Background: an optimization exercise with open tools, aiming at small area, a short achievable clock period and few clock cycles. Do not read the settings as production practice.
Function was checked by simulation only, so behaviour that the tests miss may differ from the original.
Power figures rest on the tool's default switching activity, not on a simulated workload.

==> flow/design.v <==
module rv32i_ks_add #(
  parameter int W = 32
) (
  input  logic [W-1:0] a,
  input  logic [W-1:0] b,
  input  logic         cin,
  output logic [W-1:0] sum,
  output logic         cout
);
  localparam int L = $clog2(W);
  logic [W-1:0] g [0:L];
  logic [W-1:0] p [0:L];
  logic [W-1:0] p0;
  logic [W:0]   c;
  assign p0 = a ^ b;
  always_comb begin
    g[0] = a & b;
    p[0] = p0;
    g[0][0] = (a[0] & b[0]) | (p0[0] & cin);
    for (int l = 1; l <= L; l++) begin
      for (int i = 0; i < W; i++) begin
        if (i >= (1 << (l - 1))) begin
          g[l][i] = g[l-1][i] | (p[l-1][i] & g[l-1][i - (1 << (l - 1))]);
          p[l][i] = p[l-1][i] & p[l-1][i - (1 << (l - 1))];
        end else begin
          g[l][i] = g[l-1][i];
          p[l][i] = p[l-1][i];
        end
      end
    end
  end
  assign c   = {g[L], cin};
  assign sum = p0 ^ c[W-1:0];
  assign cout = c[W];
endmodule
`timescale 1ns/1ps
module rv32i_core #(
  parameter logic [31:0] RESET_VECTOR = 32'h0000_0000
) (
  input  logic        clk_i,
  input  logic        rst_ni,
  output logic        instr_req_o,
  input  logic        instr_gnt_i,
  input  logic        instr_rvalid_i,
  output logic [31:0] instr_addr_o,
  input  logic [31:0] instr_rdata_i,
  output logic        data_req_o,
  output logic        data_we_o,
  output logic [3:0]  data_be_o,
  output logic [31:0] data_addr_o,
  output logic [31:0] data_wdata_o,
  input  logic        data_rvalid_i,
  input  logic [31:0] data_rdata_i,
  input  logic        irq_timer_i,
  input  logic        irq_external_i,
  input  logic        irq_soft_i,
  input  logic        dbg_req_i,
  output logic        dbg_halted_o
);
  logic [31:2] pc_q;         
  logic [1:0]  ocnt_q;       
  logic [1:0]  dcnt_q;       
  logic [1:0]  qcnt_q;       
  logic [31:0] buf0_q, buf1_q;
  logic [31:2] dpc_q;        
  logic        x_redirect_q;  
  logic        xd_redirect_q;  
  logic        e_valid_q;
  logic [31:0] e_a_q, e_b_q;
  logic [11:0] e_simm_q;
  logic [31:2] e_alt_q;
  logic [31:2] e_tgt_q;      
  logic [2:0]  e_asel_q;     
  logic [3:0]  e_bsel_q;     
  logic [2:0]  e_dsel_q;     
  logic        e_sub_q;
  logic        e_r_add_q, e_r_slt_q, e_r_sltu_q, e_r_xor_q, e_r_or_q, e_r_and_q,
               e_r_sh_q, e_r_link_q;
  logic        e_sh_left_q, e_sh_arith_q;
  logic        e_branch_q, e_jalr_q, e_pred_q;
  logic [2:0]  e_f3_q;
  logic        e_load_q, e_store_q, e_we_q;
  logic [4:0]  e_rd_q;
  logic        m_valid_q;
  logic [31:0] m_res_q;
  logic [31:0] m_wdata_q;
  logic        m_load_q, m_store_q, m_we_q, m_issued_q;
  logic [2:0]  m_f3_q;
  logic [4:0]  m_rd_q;
  logic        w_valid_q;
  logic [31:0] w_res_q;
  logic        w_load_q, w_we_q;
  logic [2:0]  w_f3_q;
  logic [4:0]  w_rd_q;
  logic [31:0] rf_q [1:31];
  logic w_wait;
  logic hold;
  assign w_wait = w_valid_q && w_load_q && !data_rvalid_i;
  assign hold   = w_wait;
  logic [31:0] ld_shift;
  logic [31:0] ld_data;
  logic [31:0] w_data;
  logic        w_write;
  always_comb begin
    ld_shift = data_rdata_i >> {w_res_q[1:0], 3'b000};
    case (w_f3_q[1:0])
      2'b00:   ld_data = {{24{ld_shift[7]  & ~w_f3_q[2]}}, ld_shift[7:0]};
      2'b01:   ld_data = {{16{ld_shift[15] & ~w_f3_q[2]}}, ld_shift[15:0]};
      default: ld_data = data_rdata_i;
    endcase
  end
  assign w_data  = w_load_q ? ld_data : w_res_q;
  assign w_write = w_valid_q && w_we_q && !w_wait;
  always_ff @(posedge clk_i) begin
    if (w_write) rf_q[w_rd_q] <= w_data;
  end
  logic        resp;          
  logic        d_valid;
  logic [31:0] d_ins;
  logic        d_adv;         
  logic        d_stall;
  logic        fetch;         
  logic        e_redirect;
  logic [31:2] e_target;
  logic        d_redirect;
  logic [31:2] d_target;
  assign instr_req_o  = ({1'b0, ocnt_q} + {1'b0, qcnt_q}) < 3'd2;
  logic [31:2] fa;
  assign fa           = x_redirect_q ? e_tgt_q : pc_q;
  assign instr_addr_o = {fa, 2'b00};
  assign fetch        = instr_req_o && instr_gnt_i;
  assign resp    = instr_rvalid_i && (dcnt_q == 2'd0);
  assign d_valid = (qcnt_q != 2'd0) || resp;
  assign d_ins   = (qcnt_q != 2'd0) ? buf0_q : instr_rdata_i;
  logic [4:0] opc;
  logic [2:0] f3;
  logic [4:0] rs1, rs2, rd;
  logic op_load, op_imm, op_auipc, op_store, op_op, op_lui, op_branch, op_jalr, op_jal;
  logic use_rs1, use_rs2, writes_rd;
  assign opc = d_ins[6:2];
  assign f3  = d_ins[14:12];
  assign rs1 = d_ins[19:15];
  assign rs2 = d_ins[24:20];
  assign rd  = d_ins[11:7];
  assign op_load   = (opc == 5'b00000);
  assign op_imm    = (opc == 5'b00100);
  assign op_auipc  = (opc == 5'b00101);
  assign op_store  = (opc == 5'b01000);
  assign op_op     = (opc == 5'b01100);
  assign op_lui    = (opc == 5'b01101);
  assign op_branch = (opc == 5'b11000);
  assign op_jalr   = (opc == 5'b11001);
  assign op_jal    = (opc == 5'b11011);
  assign use_rs1   = op_load | op_imm | op_store | op_op | op_branch | op_jalr;
  assign use_rs2   = op_store | op_op | op_branch;
  assign writes_rd = (op_load | op_imm | op_auipc | op_op | op_lui | op_jalr | op_jal)
                     && (rd != 5'd0);
  logic [31:0] imm_i, imm_u, imm_b, imm_j;
  assign imm_i = {{20{d_ins[31]}}, d_ins[31:20]};
  assign imm_u = {d_ins[31:12], 12'd0};
  assign imm_b = {{20{d_ins[31]}}, d_ins[7], d_ins[30:25], d_ins[11:8], 1'b0};
  assign imm_j = {{12{d_ins[31]}}, d_ins[19:12], d_ins[20], d_ins[30:21], 1'b0};
  logic [31:0] rf_rs1, rf_rs2, rd1, rd2;
  always_comb begin
    rf_rs1 = 32'd0;
    rf_rs2 = 32'd0;
    for (int i = 1; i < 32; i++) begin
      rf_rs1 = rf_rs1 | ({32{rs1 == 5'(i)}} & rf_q[i]);
      rf_rs2 = rf_rs2 | ({32{rs2 == 5'(i)}} & rf_q[i]);
    end
  end
  assign rd1 = (w_valid_q && w_we_q && (w_rd_q == rs1)) ? w_data : rf_rs1;
  assign rd2 = (w_valid_q && w_we_q && (w_rd_q == rs2)) ? w_data : rf_rs2;
  logic e_hit1, e_hit2, m_hit1, m_hit2;
  assign e_hit1 = e_valid_q && e_we_q && (e_rd_q == rs1);
  assign e_hit2 = e_valid_q && e_we_q && (e_rd_q == rs2);
  assign m_hit1 = m_valid_q && m_we_q && (m_rd_q == rs1);
  assign m_hit2 = m_valid_q && m_we_q && (m_rd_q == rs2);
  assign d_stall = (use_rs1 && ((e_hit1 && e_load_q) || (m_hit1 && m_load_q))) ||
                   (use_rs2 && ((e_hit2 && e_load_q) || (m_hit2 && m_load_q)));
  assign d_adv = d_valid && !d_stall && !hold && !x_redirect_q && !xd_redirect_q;
  logic        pred_taken;
  logic [31:2] d_pc4, d_tgt;
  assign pred_taken = d_ins[6] && (d_ins[3] || (!d_ins[2] && d_ins[31]));
  assign d_pc4      = dpc_q + 30'd1;
  logic d_tgt_co;
  rv32i_ks_add #(.W(30)) tgt_add_i (
    .a(dpc_q), .b(d_ins[3] ? imm_j[31:2] : imm_b[31:2]), .cin(1'b0),
    .sum(d_tgt), .cout(d_tgt_co)
  );
  assign d_redirect = d_adv && pred_taken;
  assign d_target   = d_tgt;
  logic [31:0] alu_a, alu_b, st_data;
  logic [31:0] b_x, sum;
  logic        cout;
  logic        lt_u, lt_s, eq;
  logic [31:0] sh_in, sh_out;
  logic [32:0] sh_r;
  logic [31:0] e_res;
  logic        br_cond;
  assign alu_a = ({32{e_asel_q[0]}} & e_a_q) |
                 ({32{e_asel_q[1]}} & m_res_q) |
                 ({32{e_asel_q[2]}} & w_res_q);
  assign alu_b = ({32{e_bsel_q[0]}} & e_b_q) |
                 ({32{e_bsel_q[1]}} & m_res_q) |
                 ({32{e_bsel_q[2]}} & w_res_q) |
                 ({32{e_bsel_q[3]}} & {{20{e_simm_q[11]}}, e_simm_q});
  assign st_data = ({32{e_dsel_q[0]}} & e_b_q) |
                   ({32{e_dsel_q[1]}} & m_res_q) |
                   ({32{e_dsel_q[2]}} & w_res_q);
  assign b_x = alu_b ^ {32{e_sub_q}};
  rv32i_ks_add #(.W(32)) alu_add_i (
    .a(alu_a), .b(b_x), .cin(e_sub_q), .sum(sum), .cout(cout)
  );
  assign lt_u = !cout;
  assign lt_s = (alu_a[31] ^ alu_b[31]) ? alu_a[31] : sum[31];
  assign eq   = (alu_a == alu_b);
  function automatic logic [31:0] rev32(input logic [31:0] x);
    for (int i = 0; i < 32; i++) rev32[i] = x[31-i];
  endfunction
  assign sh_in  = e_sh_left_q ? rev32(alu_a) : alu_a;
  assign sh_r   = $signed({e_sh_arith_q & alu_a[31], sh_in}) >>> alu_b[4:0];
  assign sh_out = e_sh_left_q ? rev32(sh_r[31:0]) : sh_r[31:0];
  assign e_res = ({32{e_r_add_q}}  & sum) |
                 ({32{e_r_slt_q}}  & {31'd0, lt_s}) |
                 ({32{e_r_sltu_q}} & {31'd0, lt_u}) |
                 ({32{e_r_xor_q}}  & (alu_a ^ alu_b)) |
                 ({32{e_r_or_q}}   & (alu_a | alu_b)) |
                 ({32{e_r_and_q}}  & (alu_a & alu_b)) |
                 ({32{e_r_sh_q}}   & sh_out) |
                 ({32{e_r_link_q}} & {e_alt_q, 2'b00});
  always_comb begin
    case (e_f3_q)
      3'b000:  br_cond = eq;
      3'b001:  br_cond = !eq;
      3'b100:  br_cond = lt_s;
      3'b101:  br_cond = !lt_s;
      3'b110:  br_cond = lt_u;
      default: br_cond = !lt_u;
    endcase
  end
  logic e_live;
  assign e_live     = e_valid_q && !x_redirect_q;
  assign e_redirect = e_live && !hold &&
                      ((e_branch_q && (br_cond != e_pred_q)) || e_jalr_q);
  assign e_target   = e_jalr_q ? sum[31:2] : e_alt_q;
  assign data_req_o   = m_valid_q && (m_load_q || m_store_q) && !m_issued_q;
  assign data_we_o    = m_store_q;
  assign data_addr_o  = m_res_q;
  assign data_wdata_o = m_wdata_q;
  always_comb begin
    case (m_f3_q[1:0])
      2'b00:   data_be_o = 4'b0001 << m_res_q[1:0];
      2'b01:   data_be_o = m_res_q[1] ? 4'b1100 : 4'b0011;
      default: data_be_o = 4'b1111;
    endcase
  end
  assign dbg_halted_o = 1'b0;
  logic [1:0] ocnt_n;
  assign ocnt_n = ocnt_q + {1'b0, fetch} - {1'b0, instr_rvalid_i};
  always_ff @(posedge clk_i or negedge rst_ni) begin
    if (!rst_ni) begin
      pc_q   <= RESET_VECTOR[31:2];
      dpc_q  <= RESET_VECTOR[31:2];
      ocnt_q <= 2'd0;
      dcnt_q <= 2'd0;
      qcnt_q <= 2'd0;
      x_redirect_q <= 1'b0;
      xd_redirect_q <= 1'b0;
    end else begin
      ocnt_q       <= ocnt_n;
      x_redirect_q  <= e_redirect;
      xd_redirect_q <= d_redirect;
      if (d_redirect)      pc_q <= d_target;
      else if (fetch)      pc_q <= fa + 30'd1;
      else                 pc_q <= fa;
      if (x_redirect_q || xd_redirect_q) begin
        dpc_q  <= fa;
        dcnt_q <= ocnt_q - {1'b0, instr_rvalid_i};
        qcnt_q <= 2'd0;
      end else begin
        if (d_adv) dpc_q <= d_pc4;
        if (instr_rvalid_i && dcnt_q != 2'd0) dcnt_q <= dcnt_q - 2'd1;
        qcnt_q <= qcnt_q + {1'b0, resp} - {1'b0, d_adv};
      end
    end
  end
  always_ff @(posedge clk_i) begin
    e_tgt_q <= e_target;
  end
  always_ff @(posedge clk_i) begin
    case (qcnt_q)
      2'd0: if (resp && !d_adv) buf0_q <= instr_rdata_i;
      2'd1: begin
        if (d_adv) buf0_q <= instr_rdata_i;
        else       buf1_q <= instr_rdata_i;
      end
      default: if (d_adv) buf0_q <= buf1_q;
    endcase
  end
  always_ff @(posedge clk_i or negedge rst_ni) begin
    if (!rst_ni) begin
      e_valid_q <= 1'b0;
    end else if (!hold) begin
      e_valid_q <= d_adv;
    end else if (x_redirect_q) begin
      e_valid_q <= 1'b0;
    end
  end
  always_ff @(posedge clk_i) begin
    if (!hold) begin
      e_a_q    <= op_lui ? 32'd0 : (op_auipc ? {dpc_q, 2'b00} : rd1);
      e_b_q    <= (op_op | op_branch | op_store) ? rd2 :
                  ((op_lui | op_auipc) ? imm_u : imm_i);
      e_simm_q <= {d_ins[31:25], d_ins[11:7]};
      e_alt_q  <= (op_branch && !d_ins[31]) ? d_tgt : d_pc4;
      e_asel_q[1] <= use_rs1 && e_hit1 && !op_auipc && !op_lui;
      e_asel_q[2] <= use_rs1 && !e_hit1 && m_hit1;
      e_asel_q[0] <= !(use_rs1 && (e_hit1 || m_hit1));
      e_bsel_q[3] <= op_store;
      e_bsel_q[1] <= (op_op | op_branch) && e_hit2;
      e_bsel_q[2] <= (op_op | op_branch) && !e_hit2 && m_hit2;
      e_bsel_q[0] <= !op_store && !((op_op | op_branch) && (e_hit2 || m_hit2));
      e_dsel_q[1] <= e_hit2;
      e_dsel_q[2] <= !e_hit2 && m_hit2;
      e_dsel_q[0] <= !(e_hit2 || m_hit2);
      e_sub_q      <= op_branch || (op_op && d_ins[30] && f3 == 3'b000) ||
                      ((op_op || op_imm) && (f3 == 3'b010 || f3 == 3'b011));
      e_r_add_q    <= op_load || op_store || op_lui || op_auipc ||
                      ((op_op || op_imm) && f3 == 3'b000);
      e_r_slt_q    <= (op_op || op_imm) && f3 == 3'b010;
      e_r_sltu_q   <= (op_op || op_imm) && f3 == 3'b011;
      e_r_xor_q    <= (op_op || op_imm) && f3 == 3'b100;
      e_r_or_q     <= (op_op || op_imm) && f3 == 3'b110;
      e_r_and_q    <= (op_op || op_imm) && f3 == 3'b111;
      e_r_sh_q     <= (op_op || op_imm) && f3[1:0] == 2'b01;
      e_r_link_q   <= op_jal || op_jalr;
      e_sh_left_q  <= !f3[2];
      e_sh_arith_q <= d_ins[30];
      e_branch_q   <= op_branch;
      e_jalr_q     <= op_jalr;
      e_pred_q     <= d_ins[31];
      e_f3_q       <= f3;
      e_load_q     <= op_load;
      e_store_q    <= op_store;
      e_we_q       <= writes_rd;
      e_rd_q       <= rd;
    end
  end
  always_ff @(posedge clk_i or negedge rst_ni) begin
    if (!rst_ni) begin
      m_valid_q  <= 1'b0;
      m_issued_q <= 1'b0;
      w_valid_q  <= 1'b0;
    end else begin
      if (!hold) begin
        m_valid_q  <= e_live;
        m_issued_q <= 1'b0;
        w_valid_q  <= m_valid_q;
      end else if (data_req_o) begin
        m_issued_q <= 1'b1;
      end
    end
  end
  always_ff @(posedge clk_i) begin
    if (!hold) begin
      m_res_q   <= e_res;
      case (e_f3_q[1:0])
        2'b00:   m_wdata_q <= {4{st_data[7:0]}};
        2'b01:   m_wdata_q <= {2{st_data[15:0]}};
        default: m_wdata_q <= st_data;
      endcase
      m_load_q  <= e_load_q;
      m_store_q <= e_store_q;
      m_we_q    <= e_we_q;
      m_f3_q    <= e_f3_q;
      m_rd_q    <= e_rd_q;
      w_res_q   <= m_res_q;
      w_load_q  <= m_load_q;
      w_we_q    <= m_we_q;
      w_f3_q    <= m_f3_q;
      w_rd_q    <= m_rd_q;
    end
  end
endmodule
==> flow/run.sh <==
#!/bin/bash
# synth_recipe.tcl (not shown) runs the flow's synth.tcl, then flattens the netlist and writes it again
# the make line also repeats each setting of config.mk as NAME=value (left out here)
make -C /OpenROAD-flow-scripts/flow DESIGN_CONFIG=/design/flow/config.mk WORK_HOME=/design/flow/orfs CLKGATE_MAP_FILE= SYNTH_SCRIPT=/design/flow/synth_recipe.tcl finish
==> flow/config.mk <==
export PLATFORM = sky130hd
export DESIGN_NAME = rv32i_core
export DESIGN_NICKNAME = rv32i_core
export VERILOG_FILES = /design/flow/design.v
export SDC_FILE = /design/flow/constraint.sdc
export NUM_CORES = 4
export LEC_CHECK = 0
export CAP_MARGIN = 20
export CORE_MARGIN = 2
export CORE_UTILIZATION = 40
export PLACE_DENSITY = 0.6
export SETUP_SLACK_MARGIN = 4.0
export SLEW_MARGIN = 20
export TNS_END_PERCENT = 100
==> flow/constraint.sdc <==
create_clock -name core_clock -period 8.0 [get_ports {clk_i}]
set_input_delay 1.6000 -clock core_clock [delete_from_list [all_inputs] [get_ports {clk_i}]]
set_output_delay 1.6000 -clock core_clock [all_outputs]
set_load 0.01 [all_outputs]
==> load_flow_metrics.sql, run 1 <==
INSERT INTO impl_metrics (metric_group, metric, value, unit) VALUES
('global_route', 'grt_pass1_vias', '58200', ''),
('route', 'routed_via_density', '7.37', ''),
('logic_synthesis', 'ys.flop_type', 'edfxtp_1', ''),
('floorplanning', 'i_o_pin_count', '177', ''),
('floorplanning', 'core_area', '173000', 'um^2'),
('power', 'p_int', '24.3', 'mW'),
('critical_path', 'critical_path.reg2reg.endpoint', 'x_redirect_q$_DFF_PN0_', ''),
('timing', 'hold_violations', '0', ''),
('logic_synthesis', 'synthTopCellsByCount', '1302 x edfxtp_1, 554 x a22oi_1, 335 x nand2_1, 335 x nor2_1, 245 x o21ai_0', ''),
('final_layout', 'design_area_final', '88100', 'um^2'),
('placement', 'dp.cells', '7988', ''),
('outcome', 'outcome', 'no timing/DRC/antenna violations', ''),
('cts', 'holdBufCountCts', '0', ''),
('timing', 'setup_total_negative_slack', '0', 'ns'),
('min_path', 'whs_endpoint', 'm_load_q$_DFFE_PN_', ''),
('final_layout', 'finalNetCount', '6448', ''),
('critical_path', 'critical_path.endpoint_type', 'flip-flop', ''),
('logic_synthesis', 'postSynthCellCount', '5613', ''),
('timing', 'layout_worst_path_cycle_share', '54.3', '%'),
('route', 'dr_total_vias', '64200', ''),
('logic_synthesis', 'syn_avg_cell_area', '12.4', 'um^2'),
('floorplanning', 'die_area', '178000', 'um^2'),
('placement', 'place_worst_setup_slack', '1.36', 'ns'),
('power', 'total_leakage_power', '31.5', 'nW'),
('critical_path', 'crit_chain', 'buf_6, buf_12, a22oi_2, nand2_2, xor2_4, fa_2, a21o_1, a221o_1, o211ai_1, o211ai_1, a211o_1, a211oi_4, mux2i_1, a21oi_2, o311ai_4, mux2i_1, nand3_1', ''),
('power', 'vdd_drop_max', '0.000293', 'V'),
('power', 'p_switching', '20.8', 'mW'),
('power', 'seqPwrFrac', '25.4', '%'),
('timing', 'final-max-slew-violation-count', '0', ''),
('final_layout', 'final-instance-count-excl-fill', '8711', ''),
('power', 'power.switching_fraction', '46.2', '%'),
('logic_synthesis', 'syn_area', '69700', 'um^2'),
('min_path', 'min_delay_path_depth', '0', ''),
('final_layout', 'drive_above_1_share', '24.9', '%'),
('floorplanning', 'rows', '153', ''),
('timing', 'max_clock_freq', '230', 'MHz'),
('min_path', 'hold_path_class', 'reg2reg', ''),
('job', 'max_cap_violations', '0', ''),
('placement', 'placed_area', '75700', 'um^2'),
('critical_path', 'r2r-start', 'e_bsel_q[0]$_DFFE_PN_', ''),
('timing', 'relative_slew_slack', '21.3', '%'),
('critical_path', 'crit_type', 'reg2reg', ''),
('global_route', 'total_overflow_reported_by_the_global_router', '0', ''),
('timing', 'worst_slack', '3.66', 'ns'),
('logic_synthesis', 'yosysWarnings', '7', ''),
('global_route', 'maximum_number_of_pins_on_one_net_before_global_route_repair', '160', ''),
('timing', 'fin_worst_hold_slack', '0.454', 'ns'),
('final_layout', 'layout-area-overhead-vs-synth', '26.5', '%'),
('critical_path', 'timing.critical_path.slowest_cell_delay', '0.45', 'ns'),
('cts', 'cts_tree', 'built', ''),
('route', 'drt_iter0_markers', '14700', ''),
('critical_path', 'crit_path_start_kind', 'flip-flop', ''),
('cts', 'numClockSinks', '1404', ''),
('logic_synthesis', 'yosysMostFrequentCell', 'edfxtp_1', ''),
('global_route', 'grt_first_pass_wirelength', '474000', 'um'),
('critical_path', 'worstPathRequired', '8.70', 'ns'),
('timing', 'clock-skew-final', '0.0970', 'ns'),
('timing', 'finalCriticalPeriod', '4.34', 'ns'),
('cts', 'clockRootBuffer', 'clkbuf_16', ''),
('route', 'wire_per_inst', '41.1', 'um'),
('critical_path', 'timing.critical_path.arrival', '5.04', 'ns'),
('route', 'route.antenna.remaining_nets', '0', ''),
('logic_synthesis', 'synth_area_leader_cell', 'edfxtp_1', ''),
('cts', 'clock_insertion_delay_worst_skew', '0.87', 'ns'),
('route', 'drc_errors', '0', ''),
('route', 'dr.pass1.iters', '17', ''),
('cts', 'cts_made_buffers', '151', ''),
('critical_path', 'cells_on_worst_reg2reg_path', '17', ''),
('timing', 'grt_setup_unrepaired', 'yes', ''),
('cts', 'clk_path_buf_depth', '3', ''),
('global_route', 'grt_antenna_before_repair', '25', '');
state kept, by name, indices dropped and copies added, names as in the netlist, 4 cells and up:
signal	flops
buf0_q	30
buf1_q	30
dpc_q	30
e_a_q	32
e_alt_q	30
e_b_q	32
e_bsel_q	4
e_simm_q	12
e_tgt_q	30
m_rd_q	5
m_res_q	32
m_wdata_q	32
pc_q	30
rf_q	992
w_rd_q	5
w_res_q	32
power groups by stage:
stage / sequential (mW) / combinational [mW] / clock [mW]
final: 11.5 / 26.4 / 7.23
after global placement: 11.5 / 19.1 / 0
after CTS: 11.4 / 22.7 / 7.17
after global routing: 11.5 / 26.9 / 7.46
after detailed placement: 11.5 / 19.3 / 0
after floorplan: 11.0 / 11.2 / 0
final cells by class:
type	instances	area [um^2]
flip-flops and latches	1404	41500
fillers	14800	85300
repair buffers	857	8480
clock buffers	178	3920
repair inverters	3	18.8
multi-input cells	3676	29500
diodes	23	57.6
well taps	2325	2910
inverters	146	594
clock inverters	99	1110
cells in the final DEF, fill, tap and decap left out, types with 95 or more instances in the layout:
master,instances
nor2_4,95
clkbuf_16,159
a22o_1,202
mux2i_1,98
inv_1,122
a222oi_1,118
clkdlybuf4s50_1,117
buf_4,493
buf_6,96
nand2_1,314
nor2_1,232
edfxtp_1,1302
a221oi_1,188
nand4_1,127
a22oi_1,546
nand3_1,202
a21oi_1,150
o21ai_0,176
ha_1,110
through the flow:
stage | power (mW) | util, %
2_1_floorplan | 22.2 | -
3_3_place_gp | 30.6 | 43.6
3_5_place_dp | 30.7 | 43.7
4_1_cts | 41.2 | 49.2
5_1_grt | 45.9 | 50.8
6_report | 45.1 | 50.8
metal layers:
metal	wire length, um	vias to the layer above	part of all wire [%]	track usage [%]
met4	35800	23	10	27.3
met2	143000	7147	40	53.8
met5	307	-	0.086	0.860
met1	116000	30900	32	46.0
li1	-	24000	-	-
met3	62700	2178	18	17.4
worst max path at each step:
stage                                from                      to  slack (ns)  cells after the start
global placement        instr_rdata_i[22]   e_alt_q[30]$_DFFE_PN_        1.42                     17
CTS                 e_asel_q[2]$_DFFE_PN_  x_redirect_q$_DFF_PN0_        3.57                     16
detailed placement      instr_rdata_i[22]   e_alt_q[30]$_DFFE_PN_        1.36                     17
finish              e_bsel_q[0]$_DFFE_PN_  x_redirect_q$_DFF_PN0_        3.66                     17
floorplan                   data_rvalid_i   rf_q[15][0]$_DFFE_PP_        1.60                      6
global route        e_bsel_q[0]$_DFFE_PN_  x_redirect_q$_DFF_PN0_        3.54                     17
what timing repair did:
| item | in CTS | in global routing |
|---|---|---|
| setup endpoints to repair | 1322 | 725 |
| pin swaps | 164 | 147 |
| gates cloned | 13 | 11 |
| gates resized for setup | 520 | 355 |
| setup buffers | 275 | 124 |
worst max-delay path: cells and delay by family, from the launching register on:
kind,cells,cell delay (ns)
muxes,2,0.49
AOI/OAI and AO/OA,9,2.13
and+or+nand+nor,2,0.24
DFF,1,0.45
buffers and inverters,2,0.30
adders and majority gates,1,0.40
xor gates and xnor gates,1,0.20
logic make-up (layout without fill, tap and decap cells):
family | Yosys count | after routing | synth area share, %
compound gates | 1829 | 1833 | 19.6
other cells | 1 | 26 | 0.00538
simple gates | 1275 | 1276 | 8.74
fa+ha+maj | 136 | 136 | 2.48
flops | 1404 | 1404 | 59.6
xor+xnor | 177 | 177 | 2.23
buf+inv | 540 | 1283 | 3.21
mux | 251 | 251 | 4.12
Testbench counts, summed over its fixed seeds: cycles 18,927.
==> run 2: changes to the inputs <==
--- a/flow/design.v
+++ b/flow/design.v
@@ -60,8 +60,8 @@
   logic [31:2] pc_q;         
   logic [1:0]  ocnt_q;       
   logic [1:0]  dcnt_q;       
-  logic [1:0]  qcnt_q;       
-  logic [31:0] buf0_q, buf1_q;
+  logic        bvalid_q;     
+  logic [31:0] buf_q;
   logic [31:2] dpc_q;        
   logic        x_redirect_q;  
   logic        xd_redirect_q;  
@@ -124,14 +124,14 @@
   logic [31:2] e_target;
   logic        d_redirect;
   logic [31:2] d_target;
-  assign instr_req_o  = ({1'b0, ocnt_q} + {1'b0, qcnt_q}) < 3'd2;
+  assign instr_req_o  = ({1'b0, ocnt_q} + {2'b00, bvalid_q}) < 3'd2;
   logic [31:2] fa;
   assign fa           = x_redirect_q ? e_tgt_q : pc_q;
   assign instr_addr_o = {fa, 2'b00};
   assign fetch        = instr_req_o && instr_gnt_i;
   assign resp    = instr_rvalid_i && (dcnt_q == 2'd0);
-  assign d_valid = (qcnt_q != 2'd0) || resp;
-  assign d_ins   = (qcnt_q != 2'd0) ? buf0_q : instr_rdata_i;
+  assign d_valid = bvalid_q || resp;
+  assign d_ins   = bvalid_q ? buf_q : instr_rdata_i;
   logic [4:0] opc;
   logic [2:0] f3;
   logic [4:0] rs1, rs2, rd;
@@ -258,45 +258,45 @@
   assign dbg_halted_o = 1'b0;
   logic [1:0] ocnt_n;
   assign ocnt_n = ocnt_q + {1'b0, fetch} - {1'b0, instr_rvalid_i};
+  logic cleanup, overflow;
+  assign cleanup  = x_redirect_q || xd_redirect_q;
+  assign overflow = bvalid_q && resp && !d_adv && !cleanup;
   always_ff @(posedge clk_i or negedge rst_ni) begin
     if (!rst_ni) begin
-      pc_q   <= RESET_VECTOR[31:2];
-      dpc_q  <= RESET_VECTOR[31:2];
-      ocnt_q <= 2'd0;
-      dcnt_q <= 2'd0;
-      qcnt_q <= 2'd0;
-      x_redirect_q <= 1'b0;
-      xd_redirect_q <= 1'b0;
+      pc_q          <= RESET_VECTOR[31:2];
+      ocnt_q        <= 2'd0;
+      dcnt_q        <= 2'd0;
+      bvalid_q      <= 1'b0;
+      x_redirect_q  <= 1'b0;
+      xd_redirect_q <= 1'b1;
     end else begin
-      ocnt_q       <= ocnt_n;
+      ocnt_q        <= ocnt_n;
       x_redirect_q  <= e_redirect;
       xd_redirect_q <= d_redirect;
       if (d_redirect)      pc_q <= d_target;
+      else if (overflow)   pc_q <= d_pc4;
       else if (fetch)      pc_q <= fa + 30'd1;
       else                 pc_q <= fa;
-      if (x_redirect_q || xd_redirect_q) begin
-        dpc_q  <= fa;
-        dcnt_q <= ocnt_q - {1'b0, instr_rvalid_i};
-        qcnt_q <= 2'd0;
+      if (cleanup) begin
+        dcnt_q   <= ocnt_q - {1'b0, instr_rvalid_i};
+        bvalid_q <= 1'b0;
+      end else if (overflow) begin
+        dcnt_q   <= ocnt_n;
       end else begin
-        if (d_adv) dpc_q <= d_pc4;
         if (instr_rvalid_i && dcnt_q != 2'd0) dcnt_q <= dcnt_q - 2'd1;
-        qcnt_q <= qcnt_q + {1'b0, resp} - {1'b0, d_adv};
+        bvalid_q <= bvalid_q ? (!d_adv || resp) : (resp && !d_adv);
       end
     end
   end
   always_ff @(posedge clk_i) begin
+    if (cleanup)    dpc_q <= fa;
+    else if (d_adv) dpc_q <= d_pc4;
+  end
+  always_ff @(posedge clk_i) begin
     e_tgt_q <= e_target;
   end
   always_ff @(posedge clk_i) begin
-    case (qcnt_q)
-      2'd0: if (resp && !d_adv) buf0_q <= instr_rdata_i;
-      2'd1: begin
-        if (d_adv) buf0_q <= instr_rdata_i;
-        else       buf1_q <= instr_rdata_i;
-      end
-      default: if (d_adv) buf0_q <= buf1_q;
-    endcase
+    if (resp && (bvalid_q ? d_adv : !d_adv)) buf_q <= instr_rdata_i;
   end
   always_ff @(posedge clk_i or negedge rst_ni) begin
     if (!rst_ni) begin
@@ -313,7 +313,7 @@
       e_b_q    <= (op_op | op_branch | op_store) ? rd2 :
                   ((op_lui | op_auipc) ? imm_u : imm_i);
       e_simm_q <= {d_ins[31:25], d_ins[11:7]};
-      e_alt_q  <= (op_branch && !d_ins[31]) ? d_tgt : d_pc4;
+      e_alt_q  <= (!d_ins[31] && !d_ins[2]) ? d_tgt : d_pc4;
       e_asel_q[1] <= use_rs1 && e_hit1 && !op_auipc && !op_lui;
       e_asel_q[2] <= use_rs1 && !e_hit1 && m_hit1;
       e_asel_q[0] <= !(use_rs1 && (e_hit1 || m_hit1));
==> run 2 against run 1 <==
Against the previous run: count of clock-buffer cells in the layout increased by 7; clock power decreased by 2%; register-to-register slack better by 0.04 ns; clock skew shrank 0.036 ns; sequential share of layout area grew 0.30 points; highest routed layer unchanged; first-iteration DRC count is 2.7% higher; largest power group unchanged; setup slack improved by 0.039 ns; die area shrank 2.0%; still clean; hold slack lost 0.033 ns; maximum frequency increased by 0.90%; critical path depth shrank 1; routed wire length is 2.6% higher; critical endpoint is now m_res_q[19]$_DFFE_PN_.
==> load_flow_metrics.sql, run 2 <==
INSERT INTO impl_metrics (metric_group, metric, value, unit) VALUES
('outcome', 'outcome', 'no timing/DRC/antenna violations', ''),
('logic_synthesis', 'synth_area_leader_cell', 'edfxtp_1', ''),
('job', 'max_cap_violations', '0', ''),
('floorplanning', 'die_area', '174000', 'um^2'),
('final_layout', 'mostFrequentLayoutCell', 'edfxtp_1', ''),
('timing', 'layout_worst_path_cycle_share', '53.8', '%'),
('min_path', 'min_delay_path_depth', '0', ''),
('placement', 'placed_area', '74300', 'um^2'),
('cts', 'cts_tree', 'built', ''),
('floorplanning', 'core_area', '169000', 'um^2'),
('timing', 'setup_viol', '0', ''),
('power', 'power_per_cell_area', '394', 'nW/um^2'),
('final_layout', 'layout-area-overhead-vs-synth', '25.9', '%'),
('logic_synthesis', 'number_of_synthesized_flops_with_an_enable_pin', '1302', ''),
('cts', 'clkSlewWorstSetupHoldPaths', '0.06', 'ns'),
('logic_synthesis', 'synth_seq_area_share', '59.7', '%'),
('placement', 'final_weighted_congestion_in_routability_driven_placement', '1.05', ''),
('power', 'power.switching_fraction', '41.9', '%'),
('global_route', 'grt_first_pass_wirelength', '486000', 'um'),
('critical_path', 'crit_path_start_kind', 'flip-flop', ''),
('critical_path', 'critical_path.reg2reg.endpoint', 'm_res_q[19]$_DFFE_PN_', ''),
('logic_synthesis', 'yosys.area.top_type_share', '57.3', '%'),
('power', 'p_int', '19.7', 'mW'),
('logic_synthesis', 'syn_avg_cell_area', '12.5', 'um^2'),
('power', 'p_switching', '14.2', 'mW'),
('logic_synthesis', 'synthTopCellsByCount', '1302 x edfxtp_1, 529 x a22oi_1, 297 x nor2_1', ''),
('power', 'share_comb_of_total_power', '48.0', '%'),
('route', 'dr_total_vias', '62900', ''),
('route', 'route.antenna.remaining_nets', '0', ''),
('final_layout', 'mostFrequentLayoutCells', '1302 x edfxtp_1, 512 x a22oi_1, 478 x buf_4', ''),
('timing', 'clock-skew-final', '0.0612', 'ns'),
('route', 'wire_per_inst', '43.8', 'um'),
('global_route', 'grt_antenna_before_repair', '28', ''),
('cts', 'clockRootBuffer', 'clkbuf_16', ''),
('floorplanning', 'fp.dieW', '417', 'um'),
('route', 'drc_errors', '0', ''),
('route', 'routed_via_density', '7.50', ''),
('logic_synthesis', 'postSynthCellCount', '5451', ''),
('timing', 'relative_slew_slack', '12.9', '%'),
('floorplanning', 'i_o_pin_count', '177', ''),
('timing', 'timing_worst_slew_pin_value', '1.31', 'ns'),
('cts', 'cts_made_buffers', '148', ''),
('global_route', 'maximum_number_of_pins_on_one_net_before_global_route_repair', '76', ''),
('floorplanning', 'floorplan.initialDensity', '40.3', '%'),
('route', 'drt-total-wl', '367000', 'um'),
('cts', 'numClockSinks', '1373', ''),
('timing', 'max_clock_freq', '232', 'MHz'),
('timing', 'finalCriticalPeriod', '4.30', 'ns'),
('timing', 'grt_setup_unrepaired', 'yes', ''),
('critical_path', 'crit_type', 'reg2reg', ''),
('final_layout', 'largest_reg_flops', '992', ''),
('global_route', 'globalRouteTotalUtil', '40.7', '%'),
('floorplanning', 'rows', '151', ''),
('logic_synthesis', 'ys.flop_type', 'edfxtp_1', ''),
('logic_synthesis', 'netlist_top_cells_area', 'edfxtp_1 57%, a22oi_1 5.8%, a221oi_1 2.9%', ''),
('logic_synthesis', 'syn_area', '68200', 'um^2'),
('final_layout', 'drive_above_1_share', '24.2', '%'),
('critical_path', 'timing.critical_path.slowest_cell_delay', '0.43', 'ns'),
('final_layout', 'finalNetCount', '6239', ''),
('critical_path', 'r2r_slack', '3.70', 'ns'),
('critical_path', 'crit_chain', 'buf_12, a222oi_1, buf_4, clkinvlp_4, ha_4, or3_4, nand4_1, buf_4, a21oi_4, nor4_4, a211oi_2, o31ai_2, nand2_1, xor2_2, nand2_1, nand4_1', ''),
('power', 'total_leakage_power', '30.2', 'nW'),
('logic_synthesis', 'async_reset_ff_share', '2.99', '%'),
('global_route', 'total_overflow_reported_by_the_global_router', '0', ''),
('critical_path', 'worstPathRequired', '8.42', 'ns'),
('final_layout', 'nFillCells', '14400', ''),
('critical_path', 'critPathMaxFanout', '32', ''),
('logic_synthesis', 'yosysWarnings', '7', ''),
('critical_path', 'r2r-start', 'e_asel_q[2]$_DFFE_PN_', ''),
('timing', 'fin_worst_hold_slack', '0.420', 'ns'),
('critical_path', 'timing.critical_path.arrival', '4.72', 'ns'),
('final_layout', 'registers.top_by_ff_count', 'rf_q', ''),
('critical_path', 'critical_path_start', 'e_asel_q[2]$_DFFE_PN_', ''),
('critical_path', 'cpMaxStageDelayCell', 'edfxtp_1', ''),
('route', 'dr.pass1.iters', '16', ''),
('critical_path', 'critical_path.endpoint_type', 'flip-flop', ''),
('logic_synthesis', 'synth_cell_types', '95', ''),
('placement', 'io_buffer_count', '167', ''),
('power', 'vdd_drop_max', '0.000237', 'V'),
('power', 'seqPwrFrac', '31.1', '%'),
('critical_path', 'endpoint', 'm_res_q[19]$_DFFE_PN_', ''),
('power', 'clock_power_share', '21.0', '%'),
('timing', 'setup_total_negative_slack', '0', 'ns'),
('cts', 'htree_levels', '4', ''),
('logic_synthesis', 'synth_register_bits', '1373', ''),
('timing', 'final-max-slew-violation-count', '0', ''),
('critical_path', 'cells_on_worst_reg2reg_path', '16', ''),
('power', 'design_power_total', '33.8', 'mW'),
('floorplanning', 'chipHeight', '417', 'um'),
('placement', 'detailed_place_hpwl', '223000', 'um'),
('global_route', 'grt_pass1_vias', '57900', ''),
('cts', 'clock_insertion_delay_worst_skew', '0.83', 'ns'),
('final_layout', 'design_area_final', '85900', 'um^2'),
('min_path', 'hold_path_class', 'reg2reg', ''),
('logic_synthesis', 'yosysMostFrequentCell', 'edfxtp_1', ''),
('route', 'drt_iter0_markers', '15100', ''),
('cts', 'clk_path_buf_depth', '3', ''),
('timing', 'hold_violations', '0', '');
==> run 2: cell count changes in the layout (fill, tap and decap cells not counted), sizes merged, moves of 24 or more <==
cell,delta
dfrtp,-32
nor2,-37
a22oi,-27
buf,-38
o21ai,-32
o22ai,+24
nand2,-90
==> run 2: final cells by class <==
| cell class | count | area [um^2] | area share, % |
|---|---|---|---|
| repair buffers | 813 | 7910 | 9.21 |
| diodes | 26 | 65.1 | 0.0757 |
| flip-flops and latches | 1373 | 40700 | 47.4 |
| clock buffers | 185 | 3890 | 4.53 |
| well taps | 2218 | 2780 | 3.23 |
| multi-input cells | 3570 | 29000 | 33.7 |
| clock inverters | 83 | 1050 | 1.22 |
| inverters | 128 | 528 | 0.615 |
==> run 2: kinds of logic after synthesis <==
kind of cell	after synthesis	share of synthesized area (%)
multiplexers	265	4.39
adder cells (fa/ha/maj)	133	2.46
other	1	0.00550
XOR/XNOR	178	2.28
AND/OR/NAND/NOR	1142	8.03
AO/OA/AOI/OAI	1845	20.1
flip-flops	1373	59.7
buffers and inverters	514	3.03
==> run 2: repair_timing <==
| action | CTS | global route |
|---|---|---|
| setup endpoints to repair | 1031 | 279 |
| hold buffers | 0 | 0 |
| cloned | 9 | 4 |
| gates resized for setup | 492 | 267 |
| pin swaps | 136 | 138 |
| setup buffers | 250 | 93 |
==> run 2: metrics by stage <==
stage                     worst slack, ns  utilization [%]  std cells
after floorplan                      1.27                -       5453
after global placement               1.59             43.8       7738
after detailed placement             1.68             43.8       7745
after CTS                            3.74             49.5       8272
after global routing                 3.69             50.7       8376
final                                3.70             50.7       8396
==> run 2: power by group through the flow <==
stage / Combinational (mW) / Clock, mW / Sequential (mW)
3_3_place_gp: 12.2 / 0 / 10.6
2_1_floorplan: 7.07 / 0 / 10.2
4_1_cts: 14.3 / 7.06 / 10.4
5_1_grt: 16.6 / 7.33 / 10.5
3_5_place_dp: 12.2 / 0 / 10.6
6_report: 16.2 / 7.09 / 10.5
==> run 2: worst min-delay path by stage <==
stage / start / endpoint / slack, ns
final: m_f3_q[2]$_DFFE_PN_ / w_f3_q[2]$_DFFE_PN_ / 0.42
after global routing: m_f3_q[2]$_DFFE_PN_ / w_f3_q[2]$_DFFE_PN_ / 0.45
after CTS: m_f3_q[2]$_DFFE_PN_ / w_f3_q[2]$_DFFE_PN_ / 0.42
after detailed placement: m_f3_q[2]$_DFFE_PN_ / w_f3_q[2]$_DFFE_PN_ / 0.42
after global placement: m_f3_q[2]$_DFFE_PN_ / w_f3_q[2]$_DFFE_PN_ / 0.41
after floorplan: m_f3_q[2]$_DFFE_PN_ / w_f3_q[2]$_DFFE_PN_ / 0.40
==> run 2: layer usage <==
metal  vias to the layer above  global-route usage [%]  part of all wire [%]
met1                     30300                    45.9                    31
met5                         -                    1.83                 0.079
met4                        18                    35.1                    11
met2                      6923                    57.9                    41
met3                      2226                    18.9                    17
li1                      23400                       -                     -
==> run 2: critical path: cells and delay by family, from the launching register on <==
| family | cells | cell delay, ns |
|---|---|---|
| DFF | 1 | 0.43 |
| xor gates and xnor gates | 1 | 0.22 |
| buffers and inverters | 4 | 0.72 |
| and+or+nand+nor | 6 | 1.47 |
| AOI/OAI and AO/OA | 4 | 0.84 |
| adders and majority gates | 1 | 0.21 |
Testbench counts of run 2, summed over its fixed seeds: cycles 18,927.
==> run 3: changes to the inputs <==
--- a/flow/config.mk
+++ b/flow/config.mk
@@ -8,6 +8,7 @@
 export CAP_MARGIN = 20
 export CORE_MARGIN = 2
 export CORE_UTILIZATION = 40
+export CTS_BUF_LIST = sky130_fd_sc_hd__clkbuf_8
 export PLACE_DENSITY = 0.6
 export SETUP_SLACK_MARGIN = 4.0
 export SLEW_MARGIN = 20
==> run 3 against run 2 <==
Against the previous run: largest power group unchanged; die area unchanged; cell count increased by 0.95%; synthesized area is the same; combinational power is essentially flat; still clean on timing, DRC and antenna; global-route usage decreased by 0.48 points; power is 2.4% lower.
==> load_flow_metrics.sql, run 3 <==
INSERT INTO impl_metrics (metric_group, metric, value, unit) VALUES
('power', 'p_switching', '14.0', 'mW'),
('logic_synthesis', 'yosysMostFrequentCell', 'edfxtp_1', ''),
('power', 'power_per_cell_area', '390', 'nW/um^2'),
('final_layout', 'layout-area-overhead-vs-synth', '24.0', '%'),
('timing', 'relative_slew_slack', '14.1', '%'),
('route', 'route.antenna.remaining_nets', '0', ''),
('power', 'share_comb_of_total_power', '48.1', '%'),
('logic_synthesis', 'postSynthCellCount', '5451', ''),
('floorplanning', 'die_area', '174000', 'um^2'),
('critical_path', 'critical_path.reg2reg.endpoint', 'm_res_q[19]$_DFFE_PN_', ''),
('timing', 'final-max-slew-violation-count', '0', ''),
('outcome', 'outcome', 'no timing/DRC/antenna violations', ''),
('global_route', 'grt_pass1_vias', '57800', ''),
('cts', 'numClockSinks', '1373', ''),
('final_layout', 'mostFrequentLayoutCell', 'edfxtp_1', ''),
('job', 'max_cap_violations', '0', ''),
('final_layout', 'registers.top_by_ff_count', 'rf_q', ''),
('logic_synthesis', 'synthTopCellsByCount', '1302 x edfxtp_1, 529 x a22oi_1, 297 x nor2_1', ''),
('power', 'power.switching_fraction', '42.3', '%'),
('timing', 'setup_viol', '0', ''),
('route', 'dr.pass1.iters', '15', ''),
('power', 'total_leakage_power', '30.0', 'nW'),
('global_route', 'maximum_number_of_pins_on_one_net_before_global_route_repair', '76', ''),
('critical_path', 'critical_path.endpoint_type', 'flip-flop', ''),
('final_layout', 'drive_above_1_share', '24.1', '%'),
('critical_path', 'crit_path_start_kind', 'flip-flop', ''),
('logic_synthesis', 'ys.flop_type', 'edfxtp_1', ''),
('cts', 'clockRootBuffer', 'clkbuf_8', ''),
('critical_path', 'crit_type', 'reg2reg', ''),
('global_route', 'total_overflow_reported_by_the_global_router', '0', ''),
('route', 'routed_via_density', '7.40', ''),
('timing', 'timing_worst_slew_pin_value', '1.29', 'ns'),
('logic_synthesis', 'synth_area_leader_cell', 'edfxtp_1', ''),
('min_path', 'whs_endpoint', 'w_we_q$_DFFE_PN_', ''),
('cts', 'clk_path_buf_depth', '3', ''),
('logic_synthesis', 'synth_seq_area_share', '59.7', '%'),
('final_layout', 'final-instance-count-excl-fill', '8476', ''),
('cts', 'cts_made_buffers', '225', ''),
('critical_path', 'r2r-start', 'e_asel_q[0]$_DFFE_PN_', ''),
('logic_synthesis', 'netlist_top_cells_area', 'edfxtp_1 57%, a22oi_1 5.8%, a221oi_1 2.9%', ''),
('timing', 'clock-skew-final', '0.0765', 'ns'),
('cts', 'clkSlewWorstSetupHoldPaths', '0.07', 'ns'),
('timing', 'finalCriticalPeriod', '4.29', 'ns'),
('timing', 'hold_violations', '0', ''),
('timing', 'max_clock_freq', '233', 'MHz'),
('final_layout', 'largest_reg_flops', '992', ''),
('power', 'clock_power_share', '20.0', '%'),
('logic_synthesis', 'number_of_synthesized_flops_with_an_enable_pin', '1302', ''),
('cts', 'htree_levels', '4', ''),
('floorplanning', 'core_area', '169000', 'um^2'),
('floorplanning', 'fp.dieW', '417', 'um'),
('power', 'vdd_drop_max', '0.000222', 'V'),
('route', 'dr_total_vias', '62700', ''),
('critical_path', 'worstPathRequired', '8.57', 'ns'),
('placement', 'dp.cells', '7745', ''),
('placement', 'final_weighted_congestion_in_routability_driven_placement', '1.05', ''),
('timing', 'fin_worst_hold_slack', '0.422', 'ns'),
('route', 'drc_errors', '0', ''),
('min_path', 'min_delay_path_depth', '0', ''),
('floorplanning', 'floorplan.initialDensity', '40.3', '%'),
('timing', 'layout_worst_path_cycle_share', '53.6', '%'),
('global_route', 'grt_first_pass_wirelength', '481000', 'um'),
('route', 'drt_iter0_markers', '14400', ''),
('power', 'p_int', '19.0', 'mW'),
('power', 'seqPwrFrac', '31.8', '%'),
('floorplanning', 'rows', '151', ''),
('placement', 'detailed_place_hpwl', '223000', 'um'),
('cts', 'cts_tree', 'built', ''),
('placement', 'io_buffer_count', '167', ''),
('logic_synthesis', 'syn_avg_cell_area', '12.5', 'um^2'),
('cts', 'clock_insertion_delay_worst_skew', '1.03', 'ns');
run 3: worst max-delay path by stage:
stage / to / start / depth (start not counted)
after floorplan: buf_q[10]$_DFFE_PP_ / data_rvalid_i / 7
final: m_res_q[19]$_DFFE_PN_ / e_asel_q[0]$_DFFE_PN_ / 17
after detailed placement: e_alt_q[31]$_DFFE_PN_ / instr_rdata_i[23] / 16
after global placement: e_alt_q[27]$_DFFE_PN_ / instr_rdata_i[23] / 16
after CTS: m_res_q[26]$_DFFE_PN_ / e_asel_q[1]$_DFFE_PN_ / 16
after global routing: instr_addr_o[13] / x_redirect_q$_DFF_PN0_ / 4
run 3: area by class of cell:
cell class                 count  share of cell area [%]
tap                         2218                    3.28
inverter                     128                   0.624
timing repair buffer         761                    8.68
multi-input combinational   3569                    33.7
antenna                       14                  0.0414
clock inverter               181                    1.78
sequential                  1373                    48.1
clock buffer                 232                    3.77
run 3: per-layer routing:
metal	routed length (um)	vias up	GRT usage (%)
li1	-	23500	-
met1	115000	30300	45.6
met2	148000	6700	57.3
met3	59500	2182	18.8
met4	41000	33	34.0
met5	441	-	0.250
run 3: repair_timing:
action,CTS,global route
resized for setup,372,283
setup buffers,182,110
cloned,7,4
endpoints found under the setup margin,711,392
pin swaps,94,130
run 3: stage by stage:
step                      instance area [um^2]  worst slack (ns)
final                                    84600              3.71
after global routing                     84600              3.69
after CTS                                82400              3.69
after detailed placement                 74300              1.68
after global placement                   74200              1.59
after floorplan                          68300              1.27
run 3: kinds of logic (layout without fill, tap and decap cells):
group / after synthesis / count (layout) / synth area share (%)
AO/OA/AOI/OAI: 1845 / 1845 / 20.1
flip-flops: 1373 / 1373 / 59.7
AND/OR/NAND/NOR: 1142 / 1143 / 8.03
buffers and inverters: 514 / 1302 / 3.03
multiplexers: 265 / 267 / 4.39
XOR/XNOR: 178 / 178 / 2.28
adder cells (fa/ha/maj): 133 / 133 / 2.46
other: 1 / 17 / 0.00550
run 3: power groups by stage:
stage	Sequential [mW]	Combinational (mW)	Clock [mW]
after global placement	10.6	12.2	0
after global routing	10.5	16.3	6.90
after floorplan	10.2	7.07	0
after detailed placement	10.6	12.2	0
final	10.5	15.9	6.61
after CTS	10.4	13.7	6.59
run 3: worst max-delay path, cell delays in order (launching register included):
cell and delay, ns:
edfxtp_1 0.38, buf_6 0.18, buf_12 0.15, buf_8 0.12
a222oi_1 0.32, buf_4 0.21, clkinvlp_4 0.16, ha_4 0.21
or3_4 0.41, nand4_1 0.20, a21oi_4 0.07, nor4_4 0.20
a211oi_2 0.13, o31ai_2 0.26, nand2_1 0.14, xor2_2 0.20
nand2_1 0.08, nand4_1 0.38

afterwards: timing with drivers on the ports:
How much do the figures lean on ideal ports? The routed layouts below were timed once more, with nothing changed but the port constraints.
Step 1, drivers: a clkbuf_16 drives clk_i and a buf_2 each remaining input, both assumed.
Step 2 also shifts input and output timing later by t, the mid clock arrival at the registers, as if the neighbouring blocks saw the same clock.
a / b / c = ideal / step 1 / step 2; a / b = the first two.
run | shift t [ns] | setup slack, ns | worst hold slack (ns) | worst setup path at the end | worst register clock-pin slew, ns
run 1 | 0.907 | 3.659 / 3.659 / 2.808 | 0.454 / 0.454 / 0.454 | input to register | 0.07 / 0.07
run 2 | 0.892 | 3.697 / 3.697 / 2.983 | 0.420 / 0.420 / 0.420 | input to register | 0.08 / 0.08
run 3 | 1.083 | 3.711 / 3.654 / 2.874 | 0.422 / 0.422 / 0.422 | input to register | 0.08 / 0.08
After both steps every run listed still meets setup and hold. The setup slack of run 1, which loses most, moves by 0.000 ns with the drivers and by -0.851 ns with both steps.
